This design comes from an exercise in tuning for small area on the open sky130 flow, not from production work. The RTL was checked by simulation tests, not by an equivalence proof against the original design. No run shown here takes its clock network from TritonCTS; it comes from the design's own scripts or RTL. The clock input has no modelled driver; a real chip could not lean on it and would need a root buffer or a full tree. Power figures rest on the tool's default switching activity, not on a simulated workload.

<file path="flow/constraint.sdc">
create_clock -name core_clock -period 5.0 [get_ports {clk}]
set_input_delay 1.0000 -clock core_clock [delete_from_list [all_inputs] [get_ports {clk}]]
set_output_delay 1.0000 -clock core_clock [all_outputs]
set_load 0.01 [all_outputs]
</file>
<file path="flow/standard.sh">
#!/bin/bash
# synth_recipe.tcl (not shown) runs the flow's synth.tcl, then flattens the netlist and writes it again
# the make line also repeats each setting of config.mk as NAME=value (left out here)
make -C /OpenROAD-flow-scripts/flow DESIGN_CONFIG=/design/flow/config.mk WORK_HOME=/design/flow/orfs CLKGATE_MAP_FILE= SYNTH_SCRIPT=/design/flow/synth_recipe.tcl "${@:-finish}"
</file>
<file path="flow/flow/invtree.tcl">
# Clock tree of two inverter levels: the clock port drives one root inverter,
# which drives one leaf inverter per cluster of clock sinks; the clusters come
# from recursive bisection of the sinks' locations.
proc invtree_split {items maxn} {
  if {[llength $items] <= $maxn} { return [list $items] }
  set xs {}; set ys {}
  foreach it $items { lappend xs [lindex $it 1]; lappend ys [lindex $it 2] }
  set xs [lsort -real $xs]; set ys [lsort -real $ys]
  set dx [expr {[lindex $xs end] - [lindex $xs 0]}]
  set dy [expr {[lindex $ys end] - [lindex $ys 0]}]
  set idx [expr {$dx >= $dy ? 1 : 2}]
  set sorted [lsort -real -index $idx $items]
  # split so that both halves hold whole multiples of maxn where possible
  set n [llength $sorted]
  set parts [expr {int(ceil(double($n) / $maxn))}]
  set left [expr {int(round(double($n) * ($parts / 2) / $parts))}]
  set a [lrange $sorted 0 [expr {$left - 1}]]
  set b [lrange $sorted $left end]
  return [concat [invtree_split $a $maxn] [invtree_split $b $maxn]]
}

proc invtree {clkname maxn leafcell rootcell} {
  set block [ord::get_db_block]
  set db [ord::get_db]
  set clknet [$block findNet $clkname]
  set items {}
  foreach it [$clknet getITerms] {
    set bb [[$it getInst] getBBox]
    lappend items [list $it [expr {([$bb xMin] + [$bb xMax]) / 2.0}] [expr {([$bb yMin] + [$bb yMax]) / 2.0}]]
  }
  set groups [invtree_split $items $maxn]
  set lm [$db findMaster $leafcell]
  set rm [$db findMaster $rootcell]
  set mid [odb::dbNet_create $block "clknet_root"]
  $mid setSigType CLOCK
  set k 0; set sx 0; set sy 0
  foreach g $groups {
    set gx 0; set gy 0
    foreach it $g { set gx [expr {$gx + [lindex $it 1]}]; set gy [expr {$gy + [lindex $it 2]}] }
    set gx [expr {$gx / [llength $g]}]; set gy [expr {$gy / [llength $g]}]
    set inst [odb::dbInst_create $block $lm "clkinv_leaf_$k"]
    $inst setLocation [expr {int($gx)}] [expr {int($gy)}]
    $inst setPlacementStatus PLACED
    set net [odb::dbNet_create $block "clknet_leaf_$k"]
    $net setSigType CLOCK
    [$inst findITerm A] connect $mid
    [$inst findITerm Y] connect $net
    foreach it $g { [lindex $it 0] disconnect; [lindex $it 0] connect $net }
    set sx [expr {$sx + $gx}]; set sy [expr {$sy + $gy}]
    puts "invtree: leaf $k drives [llength $g] sinks"
    incr k
  }
  set root [odb::dbInst_create $block $rm "clkinv_root"]
  $root setLocation [expr {int($sx / $k)}] [expr {int($sy / $k)}]
  $root setPlacementStatus PLACED
  [$root findITerm A] connect $clknet
  [$root findITerm Y] connect $mid
  $clknet setSigType CLOCK
}
</file>
<file path="flow/flow/cts_pre.tcl">
# Sourced by ORFS's CTS step before it runs clock_tree_synthesis: replace that
# command by the two-level inverter tree of invtree.tcl.
source [file join [file dirname [info script]] invtree.tcl]
rename clock_tree_synthesis orfs_clock_tree_synthesis
proc clock_tree_synthesis {args} {
  invtree clk 18 sky130_fd_sc_hd__inv_6 sky130_fd_sc_hd__inv_12
}
</file>
<file path="flow/config.mk">
export PLATFORM = sky130hd
export DESIGN_NAME = Top_Module
export DESIGN_NICKNAME = Top_Module
export VERILOG_FILES = /design/flow/design.v
export SDC_FILE = /design/flow/constraint.sdc
export NUM_CORES = 4
export LEC_CHECK = 0
export CAP_MARGIN = 20
export CORE_MARGIN = 2
export CORE_UTILIZATION = 40
export SLEW_MARGIN = 20
</file>
<file path="flow/flow/abc_area.script">
&get -n
&st
&dch -f
&nf -a -R 1000
&put
&get -n
&st
&dch -f
&nf -a -R 1000
&put
&get -n
&st
&dch -f
&nf -a -R 1000
&put
</file>
<file path="flow/design.v">
module FIFO8x8 (
    input clk, rst,
    input rden, wren,
    input [7:0] DataIn,
    output [7:0] DataOut,
    output fifo_full,
    output fifo_empty,
    output data_out_valid
);
reg [7:0] mem [0:15];
reg [3:0] idx;
wire pop = rden & ~fifo_empty;
integer i;
always @(posedge clk)
    if (wren) begin
        mem[0] <= DataIn;
        for (i = 1; i < 16; i = i + 1)
            mem[i] <= mem[i-1];
    end
wire [3:0] c = idx ^ {4{~wren}};
wire [3:0] t = {c[2] & c[1] & c[0], c[1] & c[0], c[0], 1'b1};
always @(posedge clk or posedge rst) begin
    if (rst)
        idx <= 4'hF;
    else if (wren != pop)
        idx <= idx ^ t;
end
assign fifo_full = 1'b0;
assign fifo_empty = &idx;
assign data_out_valid = pop;
reg [7:0] rd;
integer k;
always @(*) begin
    rd = 8'd0;
    for (k = 0; k < 16; k = k + 1)
        rd = rd | (mem[k] & {8{idx == k}});
end
assign DataOut = rd;
endmodule
module FSM_Packetizer (
    input clk, rst,
    input fifo_empty, tx_ready,
    input [7:0] fifo_data,
    output tx_enable,
    output reg [7:0] tx_data
);
localparam IDLE = 4'd0, WAITR = 4'd1, LOAD = 4'd2, SEND0 = 4'd3, DONE = 4'd13;
reg [3:0] state;
always @(posedge clk or posedge rst) begin
    if (rst)
        state <= IDLE;
    else if (state == IDLE) begin
        if (!fifo_empty) state <= WAITR;
    end else if (state == WAITR) begin
        if (tx_ready) state <= LOAD;
    end else if (state == DONE)
        state <= IDLE;
    else
        state <= state + 4'd1;
end
always @(posedge clk)
    if (state == LOAD) tx_data <= fifo_data;
assign tx_enable = (state == SEND0);
endmodule
module UART_Transmitter (
    input clk, rst,
    input start_tx,
    input [7:0] tx_data,
    output reg tx_out,
    output reg tx_busy,
    output tx_ready
);
localparam [12:0] INV = 13'b0101010101010;
reg [12:0] baud_q;
wire [12:0] baud_counter = baud_q ^ INV;
reg [3:0] bit_counter;    
wire tick = ~baud_counter[0] & ~baud_counter[1] & ~baud_counter[2] & ~baud_counter[3] & baud_counter[6] & baud_counter[7] & baud_counter[8] & baud_counter[9] & ~baud_counter[10] & baud_counter[12];
wire last = bit_counter[3] & ~bit_counter[1] & bit_counter[0];    
always @(posedge clk) begin
    if (tx_busy && !tick)
        baud_q <= {baud_counter[11:0], ~(baud_counter[12] ^ baud_counter[4])} ^ INV;
    else
        baud_q <= INV;
end
always @(posedge clk) begin
    if (!tx_busy)
        bit_counter <= 4'd15;
    else if (tick)
        bit_counter <= bit_counter ^ {&bit_counter[2:0], &bit_counter[1:0], bit_counter[0], 1'b1};    
end
wire bit_val = bit_counter[3] ? ~(bit_counter[1] & bit_counter[0]) : tx_data[bit_counter[2:0]];
always @(posedge clk or posedge rst) begin
    if (rst) begin
        tx_out <= 1'b1;
        tx_busy <= 1'b0;
    end else if (tx_busy) begin
        if (tick) begin
            tx_out <= bit_val;
            if (last) tx_busy <= 1'b0;
        end
    end else if (start_tx)
        tx_busy <= 1'b1;
end
assign tx_ready = ~tx_busy;
endmodule
module Top_Module (
    input clk, rst,
    input wr_en, rd_en,          
    input tx_ready,
    input [7:0] data_in,
    output tx_out,
    output fifo_full, fifo_empty,
    output tx_busy, tx_ready_out
);
wire [7:0] fifo_data_out;
wire fifo_rden, uart_start_tx;
wire [7:0] uart_tx_data;
FIFO8x8 fifo_inst (
    .clk(clk),
    .rst(rst),
    .wren(wr_en),
    .rden(fifo_rden),
    .DataIn(data_in),
    .DataOut(fifo_data_out),
    .fifo_full(fifo_full),
    .fifo_empty(fifo_empty),
    .data_out_valid(uart_start_tx)
);
FSM_Packetizer fsm_inst (
    .clk(clk),
    .rst(rst),
    .fifo_empty(fifo_empty),
    .tx_ready(tx_ready),
    .fifo_data(fifo_data_out),
    .tx_enable(fifo_rden),
    .tx_data(uart_tx_data)
);
UART_Transmitter uart_inst (
    .clk(clk),
    .rst(rst),
    .start_tx(uart_start_tx),
    .tx_data(uart_tx_data),
    .tx_out(tx_out),
    .tx_busy(tx_busy),
    .tx_ready(tx_ready_out)
);
endmodule
</file>
<file path="flow/flow/run.sh">
#!/bin/bash
# The standard layout with three changes:
# - synthesis maps the logic with an area-oriented ABC script
#   (flow/abc_area.script, three rounds of &dch -f and &nf -a -R 1000) in place of ORFS's
#   speed script; everything else in synthesis is unchanged, so the registers
#   are those of the standard synthesis;
# - the clock tree is the two-level inverter tree of flow/invtree.tcl, built
#   in the CTS step by flow/cts_pre.tcl;
# - each port gets a buf_1 as its buffer;
# - the weak 3- and 4-input nor cells are left out (they drive the read
#   mux's select lines, which the placer then buffered).
set -euo pipefail
rm -rf scripts_abc
cp -r "$FLOW_HOME/scripts" scripts_abc
cp flow/abc_area.script scripts_abc/abc_speed.script
export SCRIPTS_DIR="$PWD/scripts_abc"
export PRE_CTS_TCL="$PWD/flow/cts_pre.tcl"
# the platform's config.mk appends its own list to this one
export DONT_USE_CELLS="sky130_fd_sc_hd__nor3_1 sky130_fd_sc_hd__nor4_1 sky130_fd_sc_hd__nor3b_1 sky130_fd_sc_hd__nor4b_1 sky130_fd_sc_hd__nor4bb_1"
export BUFFER_PORTS_ARGS="-buffer_cell sky130_fd_sc_hd__buf_1"
bash standard.sh finish > standard_finish.log 2>&1
</file>
==> flow_summary.yaml, run 1 <==
worst_hold_path:
  hold_path.class: "reg -> reg"
  min_from: "uart_inst.baud_q[8]"
  hold_depth: 1
route:
  ant_nets: 0
  wl_per_cell_um: 19.0
  drt-vias-per-instance: 5.67
  vias: 3050
  drc: 0
  routed_wl_mm: 10.2
  drt_iter0_markers: 433
  firstDrtPassIters: 5
placement:
  postPlaceCellArea_um2: 6110
  dp_hpwl_mm: 6.67
  gp_congestion: 0.756
  io_buffers: 15
synthesis:
  synth.most_common_cell: "edfxtp_1"
  ys_warn_count: 4
  yosys-top-cells-area: "edfxtp_1 (71%), dfxtp_1 (5.9%), a222oi_1 (5.0%)"
  synth_seq_cells: 163
  async_flop_share_pct: 6.13
  synth_fp_nets: 339
  ys_seq_area_share_pct: 81.1
  syn_area_um2: 5770
  yosysTopAreaCell: "edfxtp_1"
  netlist.area_leader.share_pct: 70.8
  synth_edf_count: 136
  ys_types: 34
  synthTopCellsByCount: "edfxtp_1 (136), a222oi_1 (29), nor2_1 (23)"
  synthCells: 324
  syn_area_per_cell_um2: 17.8
  synth_ff_type: "edfxtp_1"
worst_setup_path:
  max_stage_delay_ns: 0.75
  crit_buf_inv: 2
  crit_required_ns: 4.82
  r2r_start: "fifo_inst.idx[0]"
  cp-end-kind: "flip-flop"
  critPathLaunch: "wr_en"
  cp.arrival_ns: 2.52
  reg2reg_depth: 7
  cp.depth: 2
  path_delay_family: "buffers and inverters"
  critPathMaxFanout: 74
  cpMaxStageDelayCell: "clkbuf_4"
  path_cells: "clkbuf_4 > buf_4"
  crit_type: "in -> reg"
  crit_path_start_kind: "primary input"
power_and_ir_drop:
  p_leak_nw: 2.03
  switchingPower_uw: 962
  power_frac_seq_pct: 61.5
  netSwitchingFraction_pct: 32.2
  power_frac_comb_pct: 22.1
  power.density_nw_per_um2: 481
  vdd_drop_max_v: 0.000194
  power_frac_clock_pct: 16.5
  internal_power_mw: 2.03
floorplan:
  die_w_um: 124
  ios: 18
  core_um2: 14000
  row_count: 43
  die-height_um: 124
  start_util_pct: 41.2
  die_area_um2: 15400
sta:
  slew_violations: 0
  period_share_pct: 53.9
  hold_viol: 0
  max_clock_freq_mhz: 371
  final-setup-viol-count: 0
  max_slew_margin_pct: 34.6
  skew_ns: 0.0146
  worst_pin_slew_ns: 0.981
  rsz0062_at_grt: "false"
  min_period_ns: 2.70
  tns_ns: 0
finish:
  area_growth_pct: 7.79
  regArea_um2: 4680
  drive_above_1_share_pct: 7.82
  fillers: 1216
  multiInputGateArea_um2: 1060
  fin_nets: 375
  antenna_cells: 0
  fin_area_um2: 6220
status:
  outcome: "finished clean"
cts:
  cts_hold_buffers: 0
  cts_resized: 0
  cts_setup_buffers: 0
  insertion_delay_ns: 0.19
  clk_pin_slew_ns: 0.10
global_routing:
  grt_util_met2_pct: 21.3
  antenna_found_initial: 0
  top_usage_layer: "met2"
  grt_pass1_vias: 2935
  grt_max_degree: 75
  gr-usage-met3_pct: 1.42
  met1_usage_pct: 20.7
  track_usage_pct: 13.5
  grt_pass1_wl_mm: 16.2
  grt.overflow.total: 0
run:
  maxCapViolCount: 0
-- flip-flops by register name (all words and copies together) (netlist names) --
| name | flops |
|---|---|
| uart_inst.baud_q | 13 |
| uart_inst.tx_out | 1 |
| fsm_inst.state | 4 |
| uart_inst.bit_counter | 4 |
| fifo_inst.idx | 4 |
| fifo_inst.mem | 128 |
| uart_inst.tx_busy | 1 |
| fsm_inst.tx_data | 8 |
-- cells in the final DEF (no fill, tap or decap), drive strengths merged, types with 2 or more instances in the layout --
| cell | synthesis | layout |
|---|---|---|
| edfxtp | 136 | 136 |
| a222oi | 29 | 29 |
| nor2 | 23 | 23 |
| buf | 1 | 23 |
| nand2 | 17 | 17 |
| dfxtp | 17 | 17 |
| a22oi | 15 | 15 |
| inv | 0 | 11 |
| nor3 | 9 | 9 |
| nand3 | 8 | 8 |
| o21ai | 5 | 5 |
| nand4 | 5 | 5 |
| nand2b | 5 | 5 |
| a221oi | 5 | 5 |
| dfstp | 5 | 5 |
| dfrtp | 5 | 5 |
| clkinv | 4 | 4 |
| a21oi | 4 | 4 |
| a31oi | 4 | 4 |
| xnor2 | 4 | 4 |
| nor4 | 3 | 3 |
| xor2 | 3 | 3 |
| mux4 | 2 | 2 |
| and4 | 2 | 2 |
| o22a | 2 | 2 |
| ha | 2 | 2 |
-- cell type report --
class                   instances  share of cell area, %
repair buffers                 24                   2.05
inverters                      15                   1.91
flip-flops and latches        163                   75.3
multi-input cells             156                   17.1
well taps                     180                   3.62
-- stage by stage --
step / total power, mW / setup slack, ns / util [%] / std cells / hold slack [ns]
3_5_place_dp: 2.53 / 2.08 / 43.7 / 527 / 0.367
6_report: 2.99 / 2.30 / 44.4 / 538 / 0.391
2_1_floorplan: 2.25 / 2.77 / - / 324 / 0.358
5_1_grt: 3.15 / 2.10 / 44.4 / 538 / 0.410
4_1_cts: 2.90 / 2.07 / 44.4 / 538 / 0.368
3_3_place_gp: 2.51 / 2.13 / 43.7 / 527 / 0.363
-- power groups by stage --
stage / registers [mW] / clock network, mW / logic [mW]
final: 1.84 / 0.492 / 0.660
after floorplan: 1.83 / 0 / 0.421
after global routing: 1.86 / 0.558 / 0.728
after detailed placement: 1.86 / 0 / 0.664
after global placement: 1.85 / 0 / 0.654
after CTS: 1.87 / 0.364 / 0.666
-- routing by layer --
| metal | part of all wire (%) | routed length, um |
|---|---|---|
| met5 | 0 | 0 |
| met4 | 1.6 | 164 |
| met3 | 5.5 | 565 |
| met2 | 46 | 4650 |
| met1 | 47 | 4820 |
-- path summary, 6_finish.rpt --
check	slack [ns]	end
setup / recovery	2.30	fifo_inst.mem[4][1]
hold / removal	0.39	uart_inst.baud_q[9]
setup reg to reg	2.64	fsm_inst.tx_data[7]
hold reg to reg	0.39	uart_inst.baud_q[9]
max in group asynchronous	4.04	fifo_inst.idx[2]
min in group asynchronous	0.69	fsm_inst.state[2]
-- cells by family after synthesis --
family / count (synthesis) / synth area share, %
multiplexers: 3 / 0.954
XOR/XNOR: 7 / 1.06
AND/OR/NAND/NOR: 77 / 6.38
AO/OA/AOI/OAI: 66 / 9.57
flip-flops: 163 / 81.1
adder cells (fa/ha/maj): 2 / 0.434
other: 1 / 0.0650
buffers and inverters: 5 / 0.390
==> run 2, diff against run 1 <==
--- a/flow/flow/run.sh
+++ b/flow/flow/run.sh
@@ -1,5 +1,5 @@
 #!/bin/bash
-# The standard layout with three changes:
+# The standard layout with four changes:
 # - synthesis maps the logic with an area-oriented ABC script
 #   (flow/abc_area.script, three rounds of &dch -f and &nf -a -R 1000) in place of ORFS's
 #   speed script; everything else in synthesis is unchanged, so the registers
@@ -15,7 +15,7 @@
 cp flow/abc_area.script scripts_abc/abc_speed.script
 export SCRIPTS_DIR="$PWD/scripts_abc"
 export PRE_CTS_TCL="$PWD/flow/cts_pre.tcl"
-# the platform's config.mk appends its own list to this one
-export DONT_USE_CELLS="sky130_fd_sc_hd__nor3_1 sky130_fd_sc_hd__nor4_1 sky130_fd_sc_hd__nor3b_1 sky130_fd_sc_hd__nor4b_1 sky130_fd_sc_hd__nor4bb_1"
+# the platform's don't-use list (from its config.mk) and the weak nor cells
+DONT_USE="sky130_fd_sc_hd__probe_p_8 sky130_fd_sc_hd__probec_p_8 sky130_fd_sc_hd__lpflow_bleeder_1 sky130_fd_sc_hd__lpflow_clkbufkapwr_1 sky130_fd_sc_hd__lpflow_clkbufkapwr_16 sky130_fd_sc_hd__lpflow_clkbufkapwr_2 sky130_fd_sc_hd__lpflow_clkbufkapwr_4 sky130_fd_sc_hd__lpflow_clkbufkapwr_8 sky130_fd_sc_hd__lpflow_clkinvkapwr_1 sky130_fd_sc_hd__lpflow_clkinvkapwr_16 sky130_fd_sc_hd__lpflow_clkinvkapwr_2 sky130_fd_sc_hd__lpflow_clkinvkapwr_4 sky130_fd_sc_hd__lpflow_clkinvkapwr_8 sky130_fd_sc_hd__lpflow_decapkapwr_12 sky130_fd_sc_hd__lpflow_decapkapwr_3 sky130_fd_sc_hd__lpflow_decapkapwr_4 sky130_fd_sc_hd__lpflow_decapkapwr_6 sky130_fd_sc_hd__lpflow_decapkapwr_8 sky130_fd_sc_hd__lpflow_inputiso0n_1 sky130_fd_sc_hd__lpflow_inputiso0p_1 sky130_fd_sc_hd__lpflow_inputiso1n_1 sky130_fd_sc_hd__lpflow_inputiso1p_1 sky130_fd_sc_hd__lpflow_inputisolatch_1 sky130_fd_sc_hd__lpflow_isobufsrc_1 sky130_fd_sc_hd__lpflow_isobufsrc_16 sky130_fd_sc_hd__lpflow_isobufsrc_2 sky130_fd_sc_hd__lpflow_isobufsrc_4 sky130_fd_sc_hd__lpflow_isobufsrc_8 sky130_fd_sc_hd__lpflow_isobufsrckapwr_16 sky130_fd_sc_hd__lpflow_lsbuf_lh_hl_isowell_tap_1 sky130_fd_sc_hd__lpflow_lsbuf_lh_hl_isowell_tap_2 sky130_fd_sc_hd__lpflow_lsbuf_lh_hl_isowell_tap_4 sky130_fd_sc_hd__lpflow_lsbuf_lh_isowell_4 sky130_fd_sc_hd__lpflow_lsbuf_lh_isowell_tap_1 sky130_fd_sc_hd__lpflow_lsbuf_lh_isowell_tap_2 sky130_fd_sc_hd__lpflow_lsbuf_lh_isowell_tap_4 sky130_fd_sc_hd__fill_1 sky130_fd_sc_hd__fill_2 sky130_fd_sc_hd__fill_4 sky130_fd_sc_hd__fill_8 sky130_fd_sc_hd__nor3_1 sky130_fd_sc_hd__nor4_1 sky130_fd_sc_hd__nor3b_1 sky130_fd_sc_hd__nor4b_1 sky130_fd_sc_hd__nor4bb_1"
 export BUFFER_PORTS_ARGS="-buffer_cell sky130_fd_sc_hd__buf_1"
-bash standard.sh finish > standard_finish.log 2>&1
+bash standard.sh "DONT_USE_CELLS=$DONT_USE" finish > standard_finish.log 2>&1
==> run 2 against run 1 <==
Effect of this change:
- sequential share of layout area increased by 0.50 points
- clock power about the same
- register-to-register slack got worse by 0.21 ns
- area after synthesis increased by 0.20%
- power decreased by 0.55%
- critical path type unchanged
- largest power group unchanged
- sequential cell count unchanged
- setup slack got worse by 0.013 ns
- routed wire length decreased by 2.9%
==> flow_summary.yaml, run 2 <==
synthesis:
  synthSimpleGateAreaFrac_pct: 6.15
  synth_edf_count: 136
  yosysTopAreaCell: "edfxtp_1"
  ys_seq_area_share_pct: 81.0
  synth_fp_nets: 341
  synthCells: 326
  synth_adder_area_share_pct: 0.433
  async_flop_share_pct: 6.13
  synth_ff_type: "edfxtp_1"
  synth_compound_area_share_pct: 10.0
  ys_warn_count: 4
  netlist.area_leader.share_pct: 70.7
  synth_seq_cells: 163
  synth.most_common_cell: "edfxtp_1"
  synthTopCellsByCount: "edfxtp_1 (136), nor2_1 (31), a222oi_1 (30)"
  synthXorXnorAreaFrac_pct: 1.21
  syn_area_per_cell_um2: 17.7
  ys_types: 34
  yosys-top-cells-area: "edfxtp_1 (71%), dfxtp_1 (5.9%), a222oi_1 (5.2%)"
  synth_top_family_by_area: "compound AO/OA/AOI/OAI gates"
  syn_area_um2: 5780
  muxShareOfSynthArea_pct: 0.779
cts:
  clk_pin_slew_ns: 0.10
  insertion_delay_ns: 0.19
  cts_setup_buffers: 0
  cts_hold_buffers: 0
  cts_resized: 0
global_routing:
  antenna_found_initial: 0
  grt_max_degree: 79
  grt.overflow.total: 0
  grt_pass1_vias: 2983
  track_usage_pct: 12.2
  grt_pass1_wl_mm: 15.9
route:
  ant_nets: 0
  vias: 3031
  met2_wirelength_mm: 4.59
  wl_per_cell_um: 18.6
  drc: 0
  drt_iter0_markers: 266
  firstDrtPassIters: 6
  drt-vias-per-instance: 5.69
  wl_met1_mm: 4.67
  route.met3.wl_um: 505
  highest_layer: "met4"
  routed_wl_mm: 9.91
sta:
  max_slew_margin_pct: 28.7
  skew_ns: 0.00726
  final-setup-viol-count: 0
  rsz0062_at_grt: "false"
  min_period_ns: 2.71
  hold_viol: 0
  worst_pin_slew_ns: 1.07
  slew_violations: 0
  max_clock_freq_mhz: 369
  tns_ns: 0
  whs_ns: 0.394
  period_share_pct: 54.2
  worst_slack_ns: 2.29
finish:
  antenna_cells: 0
  layout_common_cells: "edfxtp_1 (136), nor2_1 (31), a222oi_1 (30), nand2_1 (18), dfxtp_1 (17)"
  largest_register_ffs: 128
  layout_commonest_cell: "edfxtp_1"
  drive_above_1_share_pct: 5.95
  reg_top3: "fifo_inst.mem (128), uart_inst.baud_q (13), fsm_inst.tx_data (8)"
  area_growth_pct: 6.86
  fin_nets: 370
  top_register: "fifo_inst.mem"
worst_setup_path:
  crit_buf_inv: 2
  crit_type: "in -> reg"
  cpMaxStageDelayCell: "clkbuf_4"
  crit_path_start_kind: "primary input"
  crit_required_ns: 4.83
  max_stage_delay_ns: 0.79
  critPathMaxFanout: 78
  cp.arrival_ns: 2.53
  cp-end-kind: "flip-flop"
  path_delay_family: "buffers and inverters"
  path_cells: "clkbuf_4 > buf_4"
power_and_ir_drop:
  p_leak_nw: 2.03
  power_frac_seq_pct: 61.5
  p_total_mw: 2.97
  power_frac_clock_pct: 16.5
  vdd_drop_max_v: 0.000191
  netSwitchingFraction_pct: 31.7
  switchingPower_uw: 942
  internal_power_mw: 2.03
  power_frac_comb_pct: 22.0
  power.density_nw_per_um2: 481
floorplan:
  die_area_um2: 15400
  core_um2: 14000
  start_util_pct: 41.3
  row_count: 43
  ios: 18
  die_w_um: 124
  die-height_um: 124
run:
  maxCapViolCount: 0
placement:
  io_buffers: 15
  dp_hpwl_mm: 6.39
  gp_congestion: 0.757
  pre_cts_slack_ns: 2.03
status:
  outcome: "finished clean"
worst_hold_path:
  hold_path.class: "reg -> reg"
-- run 2: changes by cell type in the layout (fill, tap and decap cells not counted), moves of 3 or more --
cell      previous run  this run
a22oi_1             15         9
buf_4                9         2
nor3_1               9         0
a221oi_1             5        10
nand3_1              8        13
nor2_1              23        31
nand4_1              5         2
nor4_1               3         0
-- run 2: metal layers --
metal	track usage (%)	vias up
met5	0	-
met4	1.59	0
met3	1.42	12
met2	19.6	79
met1	18.5	1542
li1	-	1398
-- run 2: cell families (layout without fill, tap and decap cells) --
kind of cell               after synthesis  after routing
buffers and inverters                    4             31
and+or+nand+nor                         78             78
other                                    1              1
xor gates and xnor gates                 8              8
DFF                                    163            163
muxes                                    2              2
adders and majority gates                2              2
AOI/OAI and AO/OA                       68             68
-- run 2: area by class of cell --
cell class	count	area, um2
Inverter	14	115
Sequential cell	163	4680
Fill cell	1234	7810
Timing Repair Buffer	17	75.1
Multi-Input combinational cell	159	1080
Tap cell	180	225
-- run 2: power groups by stage --
stage | combinational, mW | clock [mW] | sequential [mW]
2_1_floorplan | 0.458 | 0 | 1.82
3_3_place_gp | 0.645 | 0 | 1.85
3_5_place_dp | 0.661 | 0 | 1.86
4_1_cts | 0.662 | 0.364 | 1.86
5_1_grt | 0.734 | 0.566 | 1.85
6_report | 0.653 | 0.492 | 1.83
-- run 2: metrics by stage --
step / instance area, um2 / cells / util, %
3_5_place_dp: 6070 / 522 / 43.4
5_1_grt: 6180 / 533 / 44.2
4_1_cts: 6180 / 533 / 44.2
6_report: 6180 / 533 / 44.2
2_1_floorplan: 5780 / 326 / -
3_3_place_gp: 6070 / 522 / 43.4
-- run 2: final timing paths --
path | startpoint | end | depth (start not counted) | slack [ns]
worst min-delay path | uart_inst.baud_q[11] | uart_inst.baud_q[12] | 1 | 0.39
worst max-delay path | wr_en | fifo_inst.mem[8][3] | 2 | 2.29
min in group asynchronous | rst | fsm_inst.state[3] | 2 | 0.70
worst max register to register | fifo_inst.idx[0] | fsm_inst.tx_data[0] | 7 | 2.43
max in group asynchronous | rst | fifo_inst.idx[2] | 2 | 4.03
worst min register to register | uart_inst.baud_q[11] | uart_inst.baud_q[12] | 1 | 0.39
==> run 3, diff against run 2 <==
--- a/flow/design.v
+++ b/flow/design.v
@@ -8,7 +8,7 @@
     output data_out_valid
 );
 reg [7:0] mem [0:15];
-reg [3:0] idx;
+reg [3:0] idx_n;    
 wire pop = rden & ~fifo_empty;
 integer i;
 always @(posedge clk)
@@ -17,23 +17,23 @@
         for (i = 1; i < 16; i = i + 1)
             mem[i] <= mem[i-1];
     end
-wire [3:0] c = idx ^ {4{~wren}};
+wire [3:0] c = idx_n ^ {4{wren}};
 wire [3:0] t = {c[2] & c[1] & c[0], c[1] & c[0], c[0], 1'b1};
 always @(posedge clk or posedge rst) begin
     if (rst)
-        idx <= 4'hF;
+        idx_n <= 4'h0;
     else if (wren != pop)
-        idx <= idx ^ t;
+        idx_n <= idx_n ^ t;
 end
 assign fifo_full = 1'b0;
-assign fifo_empty = &idx;
+assign fifo_empty = ~|idx_n;
 assign data_out_valid = pop;
 reg [7:0] rd;
 integer k;
 always @(*) begin
     rd = 8'd0;
     for (k = 0; k < 16; k = k + 1)
-        rd = rd | (mem[k] & {8{idx == k}});
+        rd = rd | (mem[k] & {8{idx_n == 15 - k}});
 end
 assign DataOut = rd;
 endmodule
==> run 3 against run 2 <==
Effect of this change:
- sequential share of layout area fell by 0.050 points
- area after synthesis fell by 0.17%
- routed wire length rose by 4.1%
- maximum frequency rose by 9.4%
- combinational power rose by 1%
- core utilization barely moved
- power fell by 0.50%
- sequential power barely moved
- global-route usage rose by 1.4 points
- worst hold slack got worse by 0.0090 ns
- highest routed layer unchanged
==> flow_summary.yaml, run 3 <==
status:
  outcome: "finished clean"
sta:
  rsz0062_at_grt: "false"
  final-setup-viol-count: 0
  max_slew_margin_pct: 45.2
  slew_violations: 0
  worst_slack_ns: 2.52
  min_period_ns: 2.48
  skew_ns: 0.0116
  period_share_pct: 49.5
  hold_viol: 0
  max_clock_freq_mhz: 404
  worst_pin_slew_ns: 0.821
  tns_ns: 0
  whs_ns: 0.385
worst_setup_path:
  crit_required_ns: 4.00
  cp.arrival_ns: 1.48
  critPathMaxFanout: 11
  crit_type: "reg -> out"
  reg2reg_depth: 7
  r2r_start: "fifo_inst.idx_n[1]"
  cp-end-kind: "output port"
  r2r_setup_slack_ns: 2.60
  crit_path_start_kind: "flip-flop"
  reg2reg_to: "fsm_inst.tx_data[0]"
route:
  drt_iter0_markers: 374
  firstDrtPassIters: 7
  wl_per_cell_um: 19.4
  vias: 3051
  routed_wl_mm: 10.3
  drt-vias-per-instance: 5.73
  ant_nets: 0
  drc: 0
synthesis:
  async_flop_share_pct: 6.13
  synth_ff_type: "edfxtp_1"
  syn_area_um2: 5770
  synth_fp_nets: 339
  syn_area_per_cell_um2: 17.8
  synthCells: 324
  synth_edf_count: 136
  synth_seq_cells: 163
  ys_seq_area_share_pct: 81.0
  yosys-top-cells-area: "edfxtp_1 (71%), dfxtp_1 (5.9%), a222oi_1 (5.6%)"
  ys_types: 32
  ys_warn_count: 4
  synthTopCellsByCount: "edfxtp_1 (136), a222oi_1 (32), nor2_1 (32)"
  yosysTopAreaCell: "edfxtp_1"
  synth.most_common_cell: "edfxtp_1"
  netlist.area_leader.share_pct: 70.8
finish:
  drive_above_1_share_pct: 5.11
  largest_register_ffs: 128
  fin_nets: 369
  area_growth_pct: 7.00
  antenna_cells: 0
  layout_common_cells: "edfxtp_1 (136), nor2_1 (32), a222oi_1 (32), nand2_1 (18), dfxtp_1 (17)"
  fin_util_pct: 44.1
  top_register: "fifo_inst.mem"
  layout_commonest_cell: "edfxtp_1"
  reg_top3: "fifo_inst.mem (128), uart_inst.baud_q (13), fsm_inst.tx_data (8)"
  fin_area_um2: 6170
cts:
  cts_hold_buffers: 0
  clk_pin_slew_ns: 0.10
  insertion_delay_ns: 0.19
  cts_resized: 0
  cts_setup_buffers: 0
placement:
  postPlaceCellArea_um2: 6070
  pre_cts_slack_ns: 2.30
  dp_hpwl_mm: 6.67
  io_buffers: 15
  gp_congestion: 0.745
power_and_ir_drop:
  power.density_nw_per_um2: 479
  p_leak_nw: 2.04
  vdd_drop_max_v: 0.000166
floorplan:
  die_area_um2: 15400
  die-height_um: 124
  die_w_um: 124
  row_count: 43
  core_um2: 14000
  ios: 18
  start_util_pct: 41.2
global_routing:
  antenna_found_initial: 0
  grt.overflow.total: 0
  grt_pass1_vias: 2963
  grt_pass1_wl_mm: 16.4
  track_usage_pct: 13.6
  grt_max_degree: 62
worst_hold_path:
  hold_depth: 1
  holdPathEnd: "uart_inst.baud_q[1]"
  hold_path.class: "reg -> reg"
  min_from: "uart_inst.baud_q[0]"
run:
  maxCapViolCount: 0
run 3: changes by cell type after synthesis, moves of 2 or more:
cell and change:
dfrtp_1 +4, and3_1 +2, dfstp_2 -4, or3_1 -2, nand4_1 +2, a222oi_1 +2, a221oi_1 -2, nand3_1 -3
run 3: power by group:
group | internal (mW) | switching, mW | total, mW
Combinational | 0.244 | 0.418 | 0.662
Sequential | 1.68 | 0.124 | 1.80
Clock | 0.0650 | 0.429 | 0.494
Total | 1.99 | 0.971 | 2.96
run 3: worst max-delay path by stage:
stage          slack (ns)                   end                from
2_1_floorplan        2.83    fifo_inst.idx_n[3]  fifo_inst.idx_n[2]
3_3_place_gp         2.37  fifo_inst.mem[13][2]               wr_en
3_5_place_dp         2.30  fifo_inst.mem[15][2]               wr_en
4_1_cts              2.30  fifo_inst.mem[15][0]               wr_en
5_1_grt              2.38    fifo_inst.idx_n[3]               wr_en
6_report             2.52            fifo_empty  fifo_inst.idx_n[1]
run 3: per-stage QoR:
stage | total power, mW | cells
detailed placement | 2.51 | 521
floorplan | 2.23 | 324
global route | 3.14 | 532
finish | 2.96 | 532
CTS | 2.88 | 532
global placement | 2.47 | 521
run 3: logic make-up after synthesis:
logic type	after synthesis	synth area share, %
buffers and inverters	3	0.260
multiplexers	2	0.781
AND/OR/NAND/NOR	79	6.31
adder cells (fa/ha/maj)	2	0.434
AO/OA/AOI/OAI	65	9.74
XOR/XNOR	9	1.37
other	1	0.0650
flip-flops	163	81.0
run 3: per-layer routing:
layer  GRT usage, %  wire, um  up-vias
met1           20.4      4730     1531
li1               -         -     1401
met3           1.01       533       14
met2           21.6      4800      105
met5              0         0        -
met4           3.51       251        0
run 3: cell type report:
| cell class | count | area [um2] |
|---|---|---|
| repair buffers | 18 | 82.6 |
| fillers | 1217 | 7820 |
| flip-flops and latches | 163 | 4680 |
| inverters | 13 | 111 |
| well taps | 180 | 225 |
| multi-input cells | 158 | 1080 |
run 3: critical path, cell delays in order, from the launching register on:
cell and delay (ns):
dfrtp_1 0.45, or2_0 0.33, nor2_1 0.12, buf_4 0.21, buf_1 0.18

## what the ideal ports hide
How much do the figures lean on ideal ports? The routed layouts below were timed once more, with nothing changed but the port constraints. Step 1: set_driving_cell puts a clkbuf_16 on clk and a buf_2 on each other input, an assumption about the parent block. Step 2 moves the port delays by t, midway between the first and last clock arrival at a register: inputs arrive t later, outputs are due t later. That takes back most of the time a late clock gives input paths. Slacks: ideal / step 1 / step 2; pairs: ideal / step 1.
| run | t (ns) | slack for setup (ns) | hold slack, ns | latest minus earliest clock arrival (ns) | worst register clock-pin slew, ns |
|---|---|---|---|---|---|
| run 1 | 0.243 | 2.303 / 2.342 / 2.098 | 0.391 / 0.391 / 0.391 | 0.015 / 0.015 | 0.11 / 0.11 |
| run 2 | 0.240 | 2.291 / 2.327 / 2.087 | 0.394 / 0.394 / 0.394 | 0.008 / 0.008 | 0.11 / 0.11 |
| run 3 | 0.238 | 2.524 / 2.465 / 2.334 | 0.385 / 0.385 / 0.385 | 0.012 / 0.012 | 0.11 / 0.11 |
After both steps setup and hold are still met in every run listed. The setup slack of run 1, which loses most, moves by +0.039 ns with the drivers and by -0.205 ns with both steps.
